What follows belongs to an exercise in optimizing a design on an open flow for small area; a production flow would make more cautious choices. Function was checked by simulation only, so behaviour that the tests miss may differ from the original. Power figures rest on the tool's default switching activity, not on a simulated workload.

==> flow/design.v (outline; a module is shown in full before it is edited, if it fits) <==
// module axis_fir_15: 3138 lines
// module fa_cell: 4 lines
// module hold1: 3 lines
module axis_fir_15 #
    (
        parameter integer C_S00_AXIS_TDATA_WIDTH    = 64,
        parameter integer C_M00_AXIS_TDATA_WIDTH    = 64
    )
    (
        input wire  s00_axis_aclk, s00_axis_aresetn,
        input wire  s00_axis_tlast, s00_axis_tvalid,
        input wire [C_S00_AXIS_TDATA_WIDTH-1 : 0] s00_axis_tdata,
        input wire [(C_S00_AXIS_TDATA_WIDTH/8)-1: 0] s00_axis_tstrb,
        output logic  s00_axis_tready,
        input wire  m00_axis_aclk, m00_axis_aresetn,
        input wire  m00_axis_tready,
        output logic  m00_axis_tvalid, m00_axis_tlast,
        output logic [C_M00_AXIS_TDATA_WIDTH-1 : 0] m00_axis_tdata,
        output logic [(C_M00_AXIS_TDATA_WIDTH/8)-1: 0] m00_axis_tstrb
    );
  // ...
==> flow/flow/run.sh <==
#!/bin/bash
set -euo pipefail
export BUFFER_PORTS_ARGS="-buffer_cell sky130_fd_sc_hd__buf_1"
export CTS_ARGS="-sink_clustering_enable -repair_clock_nets -buf_list sky130_fd_sc_hd__clkbuf_8 -sink_clustering_size 18 -sink_clustering_max_diameter 60 -dont_use_dummy_load"
bash standard.sh > standard.log 2>&1
==> flow/standard.sh <==
#!/bin/bash
# synth_recipe.tcl (not shown) runs the flow's synth.tcl, then flattens the netlist and writes it again
# the make line also repeats each setting of config.mk as NAME=value (left out here)
make -C /OpenROAD-flow-scripts/flow DESIGN_CONFIG=/design/flow/config.mk WORK_HOME=/design/flow/orfs CLKGATE_MAP_FILE= SYNTH_SCRIPT=/design/flow/synth_recipe.tcl "${@:-finish}"
==> flow/config.mk <==
export PLATFORM = sky130hd
export DESIGN_NAME = axis_fir_15
export DESIGN_NICKNAME = axis_fir_15
export VERILOG_FILES = /design/flow/design.v
export SDC_FILE = /design/flow/constraint.sdc
export NUM_CORES = 8
export LEC_CHECK = 0
export CAP_MARGIN = 20
export CORE_MARGIN = 2
export CORE_UTILIZATION = 75
export CTS_BUF_LIST = sky130_fd_sc_hd__clkbuf_8
export CTS_CLUSTER_DIAMETER = 60
export CTS_CLUSTER_SIZE = 16
export SLEW_MARGIN = 20
export SYNTH_HIERARCHICAL = 1
==> flow/constraint.sdc <==
create_clock -name core_clock -period 12.0 [get_ports {s00_axis_aclk}]
set_input_delay 2.4000 -clock core_clock [delete_from_list [all_inputs] [get_ports {s00_axis_aclk}]]
set_output_delay 2.4000 -clock core_clock [all_outputs]
set_load 0.01 [all_outputs]
==> results.cfg, run 1 <==
[route]
met1_length_um = 108900
top_layer = met5
via_count = 71060
drt-initial-drc-count = 6396
drcViolationCount = 0
wl_met2_um = 130800

[logic_synthesis]
synthCells = 8005
synthAdderAreaFrac_pct = 15.36

[worst_setup_path]
slowest_delay_ps = 630
worstSetupPathDepth = 20
worstPathMaxFanout = 4

[final_layout]
seqCellArea_um2 = 66500
nets = 9341
clkbuf_count = 210
fin_cells = 10400
clkCellAreaFrac_pct = 2.359
reg.largest.list = xs (3264), acc (41), m00_axis_tstrb (8)

[global_routing]
gr-usage-met1_pct = 45.43
grt.total_usage_pct = 34.21
grt_busiest_layer = met2

[power]
clock_power_share_pct = 25.2
top_power_group = sequential cells
power_frac_comb_pct = 15.6

[clock_network]
htreeDepth = 4
worstSkewPairLatency_ps = 950
cts.root.buffer_cell = clkbuf_8
cts.sinks = 3322

[floorplanning]
die_area_um2 = 157700

[run_status]
run_status = no timing/DRC/antenna violations

[place]
dp_slack_ps = 4223
place_area_um2 = 119600

[sta]
finalWorstSetupSlack_ps = 4154

[hold_path]
worstHoldStart = xs[87][25]
==> run 2, diff against run 1 <==
--- a/flow/design.v
+++ b/flow/design.v
@@ -3125,17 +3125,24 @@
     assign s1802 = acc[39] ^ 1'b1;
     assign c1803 = acc[39] & 1'b1;
     wire s1804;
     wire c1805;
     assign s1804 = acc[40] ^ 1'b1;
     assign c1805 = acc[40] & 1'b1;
     wire [AW-1:0] ra = {c1803, c1801, c1799, c1797, s1796, c1787, c1785, c1783, c1781, c1779, c1777, c1775, c1773, c1771, c1769, c1767, c1765, c1763, c1761, c1759, c1757, c1755, c1753, c1751, c1749, c1747, c1745, c1743, c1741, c1739, c1737, c1735, c1733, c1731, c1729, c1795, s1794, s1792, s1790, s1726, s1662};
     wire [AW-1:0] rb = {s1804, s1802, s1800, s1798, 1'b1, s1788, s1786, s1784, s1782, s1780, s1778, s1776, s1774, s1772, s1770, s1768, s1766, s1764, s1762, s1760, s1758, s1756, s1754, s1752, s1750, s1748, s1746, s1744, s1742, s1740, s1738, s1736, s1734, s1732, s1730, s1728, 1'b1, 1'b0, 1'b0, 1'b0, 1'b0};
-    wire [AW-1:0] sum = ra + rb;
+    wire [11:0] rc;
+    wire [AW-1:0] sum;
+    assign sum[0] = ra[0] ^ rb[0];
+    assign rc[0] = ra[0] & rb[0];
+    for (genvar j = 1; j < 12; j++) begin : g_rip
+        fa_cell u_r (.a(ra[j]), .b(rb[j]), .c(rc[j-1]), .s(sum[j]), .co(rc[j]));
+    end
+    assign sum[AW-1:12] = ra[AW-1:12] + rb[AW-1:12] + {{(AW-12-1){1'b0}}, rc[11]};
     logic [AW-1:0] acc_d;
     for (genvar j = 0; j < AW; j++) begin : g_acc
         hold1 u_h (.d(sum[j]), .q(acc[j]), .en(load_r), .en_n(hold_r), .y(acc_d[j]));
     end
     always_ff @(posedge s00_axis_aclk) acc <= acc_d;
     assign m00_axis_tdata = {{(64-AW){acc[AW-1]}}, acc};
 endmodule
 module fa_cell (input wire a, b, c, output wire s, co);
==> results.cfg, run 2 <==
[logic_synthesis]
dominantRegCellSynth = dfxtp_1
ys_types = 59
ys_top_cells_by_count = 3322 x dfxtp_1, 3314 x a22o_1, 877 x fa_1, 79 x inv_1, 40 x nor2_1
async_flop_share_pct = 0
synth.area.top_cells = dfxtp_1 58%, a22o_1 25%, fa_1 15%
syn_area_um2 = 115500
seq_area_frac_synth_pct = 57.56
post-synth-top-area-fraction_pct = 57.56
synth_edf_count = 0
yosys_register_bits = 3322
synth.largest_area_cell = dfxtp_1
synth_most_common_cell = dfxtp_1
synth_warnings = 10
synthCells = 7907
syn_area_per_cell_um2 = 14.61

[final_layout]
final_cell_mix = 3322 x dfxtp_1, 3314 x a22o_1, 877 x fa_1, 208 x clkbuf_8, 119 x buf_1
fill_cells = 9123
final_layout_size_suffix_gt1_share_pct = 3.918
nets = 9259
largest_reg_flops = 3264
fin_util_pct = 79.54
top_register = xs
final_common_cell = dfxtp_1
fin_cells = 10320
reg.largest.list = xs (3264), acc (41), m00_axis_tstrb (8)
syn2layout_area_growth_pct = 5.686

[clock_network]
cts_resized = 0
post-cts-setup-buffers = 0
clk_pin_slew_ps = 120
htreeDepth = 4
cts_tree = yes
worstSkewPairLatency_ps = 950
cts.root.buffer_cell = clkbuf_8
numCtsBuffers = 208
postCtsHoldBufs = 0
cts.sinks = 3322
clockBufferDepth = 3

[global_routing]
grt_pass1_wl_um = 422400
grt-ovfl-total = 0
grt.total_usage_pct = 34.33
antenna_found_initial = 4
grt_max_degree = 267
grt_pass1_vias = 71190

[worst_setup_path]
cp.arrival_ps = 11690
cp_slowest_cell = a221oi_2
start_kind = register
end_kind = register
r2r_slack_ps = 1120
critPathKind = reg -> reg
cp_num_buf_inv = 1
crit_family = adder cells
worstPathMaxFanout = 4
critPathMostFrequentCell = fa_1
slowest_delay_ps = 620
required_ps = 12810

[sta]
tightest_slew_ps = 1227
fin_skew_ps = 68.85
fmax_mhz = 91.90
finalHoldViolations = 0
rsz0062_at_grt = false
finalMaxSlewViolations = 0
whs_ps = 444.0
slew_headroom_pct = 18.20
setup-tns-final_ps = 0
finalSetupViolations = 0
period_minus_slack_ps = 10880
min_period_over_period_pct = 90.68

[floorplanning]
ioPinCount = 154
fp-row-count = 144
die_area_um2 = 157200
die_y_um = 396.5
die_w_um = 396.5
core_um2 = 153500
start_util_pct = 75.26

[route]
firstDrtPassIters = 6
via_count = 70220
via_per_inst = 6.804
drt-initial-drc-count = 6328
drcViolationCount = 0
routedWlPerCell_um = 26.05
ant_nets = 0
totalWireLength_um = 268800

[run]
cap_viol_max_count = 0

[power]
power_density_nw_per_um2 = 150.0
ir_worst_vdd_uv = 149.8
p_leak_nw = 50.36

[run_status]
run_status = no timing/DRC/antenna violations

[place]
dp.cells = 10110
routabilityCongestion = 0.9060
dp_hpwl_um = 171700
portBuffers = 119

[hold_path]
hold_class = reg -> reg
## run 2: changes by cell type in the layout (fill, tap and decap cells not counted), sizes merged, moves of 6 or more
cell,delta
a21oi,-22
fa,+12
ha,-8
inv,-10
nand2,-11
nor2,-6
nor2b,-7
o21bai,-6
## run 2: modules after synthesis, one instance, submodules excluded
module	cell area (um2)	times used	cells	flops+latches
axis_fir_15	68990	1	3718	3322
fa_cell	20.02	875	1	0
hold1	8.758	3314	1	0
## run 2: final timing paths
| kind | endpoint | startpoint | cells past startpoint |
|---|---|---|---|
| worst max-delay path | acc[38] | xs[0][1] | 27 |
| worst min-delay path | xs[6][25] | xs[5][25] | 1 |
| worst max register to register | acc[38] | xs[0][1] | 27 |
| worst min register to register | xs[6][25] | xs[5][25] | 1 |
## run 2: worst register-to-register path, stage by stage (launching register included)
cell and delay (ps):
dfxtp_1 490, fa_1 480, fa_1 500, fa_1 560, fa_1 460, fa_1 530, inv_1 50, fa_1 410
fa_1 460, fa_1 560, fa_1 490, fa_1 400, fa_1 440, fa_1 400, fa_1 430, fa_1 440
fa_1 410, fa_1 410, fa_1 450, fa_1 430, a21o_1 220, a221oi_2 620, nor2_1 90, o21ba_1 260
o22ai_2 250, o41ai_2 90, xor2_1 150, a22o_1 240
## run 2: metrics by stage
step / instance area (um2) / worst slack, ps / total power, W
final: 122100 / 1119 / 0.01831
after global routing: 122100 / 839.0 / 0.01902
after CTS: 122100 / 1119 / 0.01833
after detailed placement: 119200 / 1302 / 0.01375
after global placement: 119200 / 1406 / 0.01369
after floorplan: 115600 / -75550 / 0.01311
## run 2: logic make-up (layout without fill, tap and decap cells)
kind of cell	count (synthesis)	count (layout)	share of synthesized area [%]
AO/OA/AOI/OAI	3406	3406	25.66
XOR/XNOR	34	34	0.2578
adder cells (fa/ha/maj)	908	908	15.53
buffers and inverters	115	475	0.4668
flip-flops	3322	3322	57.56
multiplexers	1	1	0.008664
other	2	10	0.006501
AND/OR/NAND/NOR	119	119	0.4993
## run 2: per-layer routing
layer / track usage [%] / wire length (um) / up-vias
met5: 0 / 0 / -
met4: 19.66 / 18100 / 0
met3: 4.781 / 14210 / 621
met2: 54.82 / 128100 / 2208
met1: 45.47 / 108400 / 35960
li1: - / - / 31430
## run 2: report_power, final
| group | internal [W] | total (W) | switching, W |
|---|---|---|---|
| Combinational | 0.000881 | 0.00239 | 0.00151 |
| Clock | 0.00155 | 0.00475 | 0.00320 |
| Sequential | 0.0111 | 0.0112 | 0.0000890 |
## run 2: area by class of cell
| type | count | area (um2) | area share (%) |
|---|---|---|---|
| well taps | 2044 | 2557 | 2.095 |
| diodes | 5 | 12.51 | 0.01025 |
| inverters | 79 | 311.5 | 0.2552 |
| repair buffers | 188 | 1126 | 0.9223 |
| flip-flops and latches | 3322 | 66500 | 54.47 |
| clock buffers | 208 | 2863 | 2.345 |
| multi-input cells | 4473 | 48720 | 39.91 |
==> run 3, diff against run 2 <==
==> flow/flow/run.sh (replaced) <==
#!/bin/bash
set -euo pipefail
export BUFFER_PORTS_ARGS="-buffer_cell sky130_fd_sc_hd__buf_1"
export CTS_ARGS="-sink_clustering_enable -repair_clock_nets -buf_list sky130_fd_sc_hd__clkbuf_16 -sink_clustering_size 32 -sink_clustering_max_diameter 60 -dont_use_dummy_load"
bash standard.sh > standard.log 2>&1
==> results.cfg, run 3 <==
[run_status]
run_status = no timing/DRC/antenna violations

[logic_synthesis]
synth_warnings = 10
yosys_register_bits = 3322
seq_area_frac_synth_pct = 57.56
synth.largest_area_cell = dfxtp_1
synth_most_common_cell = dfxtp_1
ys_top_cells_by_count = 3322 x dfxtp_1, 3314 x a22o_1, 877 x fa_1, 79 x inv_1, 40 x nor2_1
post-synth-top-area-fraction_pct = 57.56
async_flop_share_pct = 0
dominantRegCellSynth = dfxtp_1
synth.area.top_cells = dfxtp_1 58%, a22o_1 25%, fa_1 15%
syn_area_um2 = 115500
ys_types = 59
synthCells = 7907
syn_area_per_cell_um2 = 14.61
synth_edf_count = 0

[route]
via_per_inst = 6.829
via_count = 70090
firstDrtPassIters = 6
drcViolationCount = 0
totalWireLength_um = 269900
ant_nets = 0
drt-initial-drc-count = 6686
routedWlPerCell_um = 26.29

[place]
portBuffers = 119
routabilityCongestion = 0.9060
dp_hpwl_um = 171700

[worst_setup_path]
worstPathMaxFanout = 4
critPathKind = reg -> reg
slowest_delay_ps = 650
end_kind = register
start_kind = register
required_ps = 12670
critPathMostFrequentCell = fa_1
cp_slowest_cell = a221oi_2
cp.arrival_ps = 11450

[sta]
setup-tns-final_ps = 0
fin_skew_ps = 84.26
finalMaxSlewViolations = 0
period_minus_slack_ps = 10780
slew_headroom_pct = 9.383
whs_ps = 439.4
finalHoldViolations = 0
rsz0062_at_grt = false
fmax_mhz = 92.76
finalSetupViolations = 0
min_period_over_period_pct = 89.84
tightest_slew_ps = 1359

[final_layout]
nets = 9207
final_cell_mix = 3322 x dfxtp_1, 3314 x a22o_1, 877 x fa_1, 157 x clkbuf_16, 119 x buf_1
final_common_cell = dfxtp_1
syn2layout_area_growth_pct = 6.576
largest_reg_flops = 3264
top_register = xs
reg.largest.list = xs (3264), acc (41), m00_axis_tstrb (8)
final_layout_size_suffix_gt1_share_pct = 3.310
fill_cells = 8919

[floorplanning]
ioPinCount = 154
die_y_um = 396.5
fp-row-count = 144
die_area_um2 = 157200
start_util_pct = 75.26
die_w_um = 396.5
core_um2 = 153500

[clock_network]
worstSkewPairLatency_ps = 830
cts.root.buffer_cell = clkbuf_16
clockBufferDepth = 3
cts_resized = 0
numCtsBuffers = 157
htreeDepth = 4
clk_pin_slew_ps = 110
cts.sinks = 3322
post-cts-setup-buffers = 0
postCtsHoldBufs = 0
cts_tree = yes

[global_routing]
grt_pass1_wl_um = 422900
grt-ovfl-total = 0
grt_max_degree = 267
antenna_found_initial = 3
grt_pass1_vias = 70740
grt.total_usage_pct = 34.43

[run]
cap_viol_max_count = 0

[power]
p_leak_nw = 50.79
ir_worst_vdd_uv = 160.0
power_density_nw_per_um2 = 155.5

[hold_path]
hold_class = reg -> reg
run 3: cell count changes in the layout (fill, tap and decap cells not counted):
| cell | delta |
|---|---|
| clkbuf_8 | -208 |
| clkbuf_16 | +157 |
| buf_16 | -1 |
| diode_2 | -4 |
run 3: path summary, 6_finish.rpt:
path,startpoint,endpoint,slack [ps],cells after the start
setup / recovery,xs[0][1],acc[38],1220,27
hold / removal,xs[93][9],xs[94][9],440,1
setup reg to reg,xs[0][1],acc[38],1220,27
hold reg to reg,xs[93][9],xs[94][9],440,1
run 3: where the power goes:
part           switching [W]  leakage [nW]  internal (W)  total [W]
clock network        0.00325          1.93       0.00234    0.00559
registers          0.0000882          26.8        0.0111     0.0112
logic                0.00151          22.1      0.000879    0.00239
total                0.00485          50.8        0.0143     0.0191
run 3: worst max-delay path: cells and delay by family (launching register included):
kind / cells / cell delay, ps
AO/OA/AOI/OAI: 6 / 1720
flip-flops: 1 / 400
AND/OR/NAND/NOR: 1 / 90
adder cells (fa/ha/maj): 18 / 8240
XOR/XNOR: 1 / 150
buffers and inverters: 1 / 50
run 3: per-stage QoR:
step / total power (W) / std cells / cell area, um2 / worst slack [ps] / util (%)
after floorplan: 0.01311 / 7910 / 115600 / -75550 / -
after global placement: 0.01369 / 10110 / 119200 / 1406 / 77.65
after detailed placement: 0.01375 / 10110 / 119200 / 1302 / 77.65
after CTS: 0.01917 / 10260 / 123100 / 1228 / 80.21
after global routing: 0.01984 / 10260 / 123100 / 940.6 / 80.21
final: 0.01915 / 10260 / 123100 / 1219 / 80.21
run 3: cells by family (layout without fill, tap and decap cells):
group                      Yosys count  count (layout)  synth area share (%)
other                                2               6              0.006501
xor gates and xnor gates            34              34                0.2578
buffers and inverters              115             423                0.4668
and+or+nand+nor                    119             119                0.4993
muxes                                1               1              0.008664
DFF                               3322            3322                 57.56
AOI/OAI and AO/OA                 3406            3406                 25.66
adders and majority gates          908             908                 15.53
run 3: cell type report:
cell class,count,area [um2],share of cell area (%)
sequential,3322,66500,54.01
timing repair buffer,187,1099,0.8922
tap,2044,2557,2.077
antenna,1,2.502,0.002032
clock buffer,157,3929,3.191
multi-input combinational,4473,48720,39.57
inverter,79,311.5,0.2530
run 3: routing by layer:
layer	routed length, um	vias up	track usage, %
met5	0	-	0
met3	13840	597	4.613
met2	128600	2180	54.95
met4	18780	0	20.21
li1	-	31370	-
met1	108600	35940	45.55
run 3: Yosys stat by module, one instance, submodules excluded:
module,copies in the design,cells
fa_cell,875,1
hold1,3314,1
axis_fir_15,1,3718
==> run 4, diff against run 3 <==
==> flow/flow/run.sh (replaced) <==
#!/bin/bash
set -euo pipefail
export BUFFER_PORTS_ARGS="-buffer_cell sky130_fd_sc_hd__buf_1"
export CTS_ARGS="-sink_clustering_enable -repair_clock_nets -buf_list {sky130_fd_sc_hd__clkbuf_4 sky130_fd_sc_hd__clkbuf_8} -sink_clustering_buffer sky130_fd_sc_hd__clkbuf_4 -sink_clustering_size 10 -sink_clustering_max_diameter 40 -dont_use_dummy_load"
bash standard.sh > standard.log 2>&1
==> results.cfg, run 4 <==
[floorplanning]
die_y_um = 396.5
die_w_um = 396.5
die_area_um2 = 157200
ioPinCount = 154
start_util_pct = 75.26
core_um2 = 153500
fp-row-count = 144

[worst_setup_path]
ff2ff_path_depth = 27
required_ps = 12850
start_kind = register
critPathKind = reg -> reg
startpoint = xs[0][1]
r2r_end = acc[40]
cp.arrival_ps = 11630
end_kind = register
worstPathMaxFanout = 4
crit_end = acc[40]
r2r_start = xs[0][1]
r2r_slack_ps = 1220

[hold_path]
hold_class = reg -> reg

[sta]
rsz0062_at_grt = false
fin_skew_ps = 80.34
min_period_over_period_pct = 89.84
slew_headroom_pct = 17.26
tightest_slew_ps = 1241
setup-tns-final_ps = 0
finalMaxSlewViolations = 0
whs_ps = 429.2
finalHoldViolations = 0
finalSetupViolations = 0
period_minus_slack_ps = 10780
fmax_mhz = 92.75

[final_layout]
final_common_cell = dfxtp_1
seqCellArea_um2 = 66500
multi_input_area_um2 = 48720
fin_util_pct = 79.91
reg.largest.list = xs (3264), acc (41), m00_axis_tstrb (8)
final_cell_mix = 3322 x dfxtp_1, 3314 x a22o_1, 877 x fa_1, 362 x clkbuf_4, 119 x buf_1
final_layout_size_suffix_gt1_share_pct = 6.242
fill_cells = 9088
syn2layout_area_growth_pct = 6.185
largest_reg_flops = 3264
nets = 9464
top_register = xs

[route]
via_count = 71500
via_per_inst = 6.796
ant_nets = 0
routedWlPerCell_um = 25.78
totalWireLength_um = 271200
firstDrtPassIters = 8
drt-initial-drc-count = 6525
drcViolationCount = 0

[global_routing]
grt_pass1_wl_um = 426100
grt-ovfl-total = 0
grt.total_usage_pct = 34.62
grt_pass1_vias = 72730
grt_max_degree = 267
antenna_found_initial = 6

[clock_network]
cts_tree = yes
cts_resized = 0
worstSkewPairLatency_ps = 1030
post-cts-setup-buffers = 0
numCtsBuffers = 411
clockBufferDepth = 4
postCtsHoldBufs = 0
clk_pin_slew_ps = 100
cts.root.buffer_cell = clkbuf_8
cts.sinks = 3322
htreeDepth = 5

[logic_synthesis]
synth_compound_area_share_pct = 25.66
yosys_register_bits = 3322
synthMuxAreaShare_pct = 0.008664
async_flop_share_pct = 0
syn_area_per_cell_um2 = 14.61
seq_area_frac_synth_pct = 57.56
synth_edf_count = 0
synth_top_family_by_area = compound AO/OA/AOI/OAI gates
synth.area.top_cells = dfxtp_1 58%, a22o_1 25%, fa_1 15%
synthCells = 7907
synth.largest_area_cell = dfxtp_1
synthAdderAreaFrac_pct = 15.53
post-synth-top-area-fraction_pct = 57.56
ys_types = 59
synth_most_common_cell = dfxtp_1
synth_xor_area_share_pct = 0.2578
dominantRegCellSynth = dfxtp_1
synth_warnings = 10
syn_area_um2 = 115500
ys_top_cells_by_count = 3322 x dfxtp_1, 3314 x a22o_1, 877 x fa_1, 79 x inv_1, 40 x nor2_1
synthSimpleGateAreaFrac_pct = 0.4993

[power]
p_leak_nw = 50.91
ir_worst_vdd_uv = 150.3
power_density_nw_per_um2 = 152.4

[place]
dp_hpwl_um = 171700
portBuffers = 119
routabilityCongestion = 0.9060

[run]
cap_viol_max_count = 0

[run_status]
run_status = no timing/DRC/antenna violations
run 4: changes by cell type in the layout (fill, tap and decap cells not counted):
| cell | delta |
|---|---|
| buf_16 | +3 |
| clkbuf_16 | -157 |
| clkbuf_4 | +362 |
| clkbuf_8 | +49 |
| diode_2 | +1 |
run 4: cells by family after synthesis:
| kind of cell | Yosys count |
|---|---|
| fa+ha+maj | 908 |
| flops | 3322 |
| buf+inv | 115 |
| xor+xnor | 34 |
| other cells | 2 |
| mux | 1 |
| compound gates | 3406 |
| simple gates | 119 |
run 4: how the worst min path moves through the flow:
| stage | slack [ps] | from | end | depth (start not counted) |
|---|---|---|---|---|
| after floorplan | 440 | xs[12][0] | xs[12][0] | 1 |
| after global placement | 450 | m00_axis_tstrb[6] | m00_axis_tstrb[6] | 1 |
| after detailed placement | 450 | m00_axis_tstrb[5] | m00_axis_tstrb[5] | 1 |
| after CTS | 420 | xs[63][22] | xs[64][22] | 1 |
| after global routing | 430 | xs[63][22] | xs[64][22] | 1 |
| final | 430 | xs[63][28] | xs[64][28] | 1 |
run 4: layout make-up:
class	count	area share, %
antenna	2	0.004080
clock buffer	411	2.765
inverter	79	0.2540
multi-input combinational	4473	39.72
sequential	3322	54.21
tap	2044	2.085
timing repair buffer	190	0.9628
run 4: routing by layer:
layer / vias to the layer above / wire (um) / GRT usage (%)
met2: 2403 / 129500 / 54.96
met3: 669 / 14410 / 5.191
met5: - / 18 / 0
met1: 36460 / 109200 / 45.51
met4: 2 / 18050 / 20.74
li1: 31960 / - / -
run 4: power by group:
part,switching [W],internal (W),total (W)
clock,0.00337,0.00177,0.00514
sequential,0.0000889,0.0111,0.0112
combinational,0.00151,0.000881,0.00239
total,0.00497,0.0137,0.0187
run 4: per-module statistics from Yosys, one instance, submodules excluded:
| module | flops+latches | cells | area, um2 |
|---|---|---|---|
| fa_cell | 0 | 1 | 20.02 |
| axis_fir_15 | 3322 | 3718 | 68990 |
| hold1 | 0 | 1 | 8.758 |
run 4: worst max-delay path, stage by stage, from the launching register on:
cell and delay (ps):
dfxtp_1 490, fa_1 480, fa_1 500, fa_1 550, fa_1 460, fa_1 530, inv_1 50, fa_1 410
fa_1 470, fa_1 530, fa_1 460, fa_1 400, fa_1 440, fa_1 400, fa_1 410, fa_1 420
fa_1 400, fa_1 410, fa_1 450, fa_1 430, a21o_1 220, a221oi_2 630, nor4b_2 120, o31a_1 300
o21ai_2 160, a31oi_1 120, xnor2_1 160, a22o_1 220
run 4: through the flow:
| step | cells | instance area (um2) | total power, W | setup WS (ps) |
|---|---|---|---|---|
| after floorplan | 7910 | 115600 | 0.01311 | -75550 |
| after global placement | 10110 | 119200 | 0.01369 | 1406 |
| after detailed placement | 10110 | 119200 | 0.01375 | 1302 |
| after CTS | 10520 | 122600 | 0.01875 | 1207 |
| after global routing | 10520 | 122700 | 0.01946 | 922.5 |
| final | 10520 | 122700 | 0.01870 | 1219 |

-- re-timing with driven ports --
The flow's constraints put no driver on any port. The routed layouts listed below were extracted and timed again, unchanged, in two steps. Step 1: set_driving_cell puts a clkbuf_16 on s00_axis_aclk and a buf_2 on each other input, an assumption about the parent block. Step 2 moves the port delays by t, midway between the first and last clock arrival at a register: inputs arrive t later, outputs are due t later. That takes back most of the time a late clock gives input paths. a / b / c = ideal / step 1 / step 2; a / b = the first two.
| run | shift t [ns] | slack for setup (ns) | hold WS [ns] | worst data-port slew with drivers (ns) |
|---|---|---|---|---|
| run 1 | 0.992 | 4.154 / 4.154 / 4.084 | 0.437 / 0.437 / 0.437 | 0.08 |
| run 2 | 0.996 | 1.119 / 1.119 / 1.119 | 0.444 / 0.444 / 0.444 | 0.20 |
| run 3 | 0.875 | 1.219 / 1.219 / 1.219 | 0.439 / 0.439 / 0.439 | 0.21 |
| run 4 | 1.064 | 1.219 / 1.219 / 1.219 | 0.429 / 0.429 / 0.429 | 0.20 |
After both steps setup and hold are still met in every run listed. The setup slack of run 1, which loses most, moves by 0.000 ns with the drivers and by -0.070 ns with both steps.
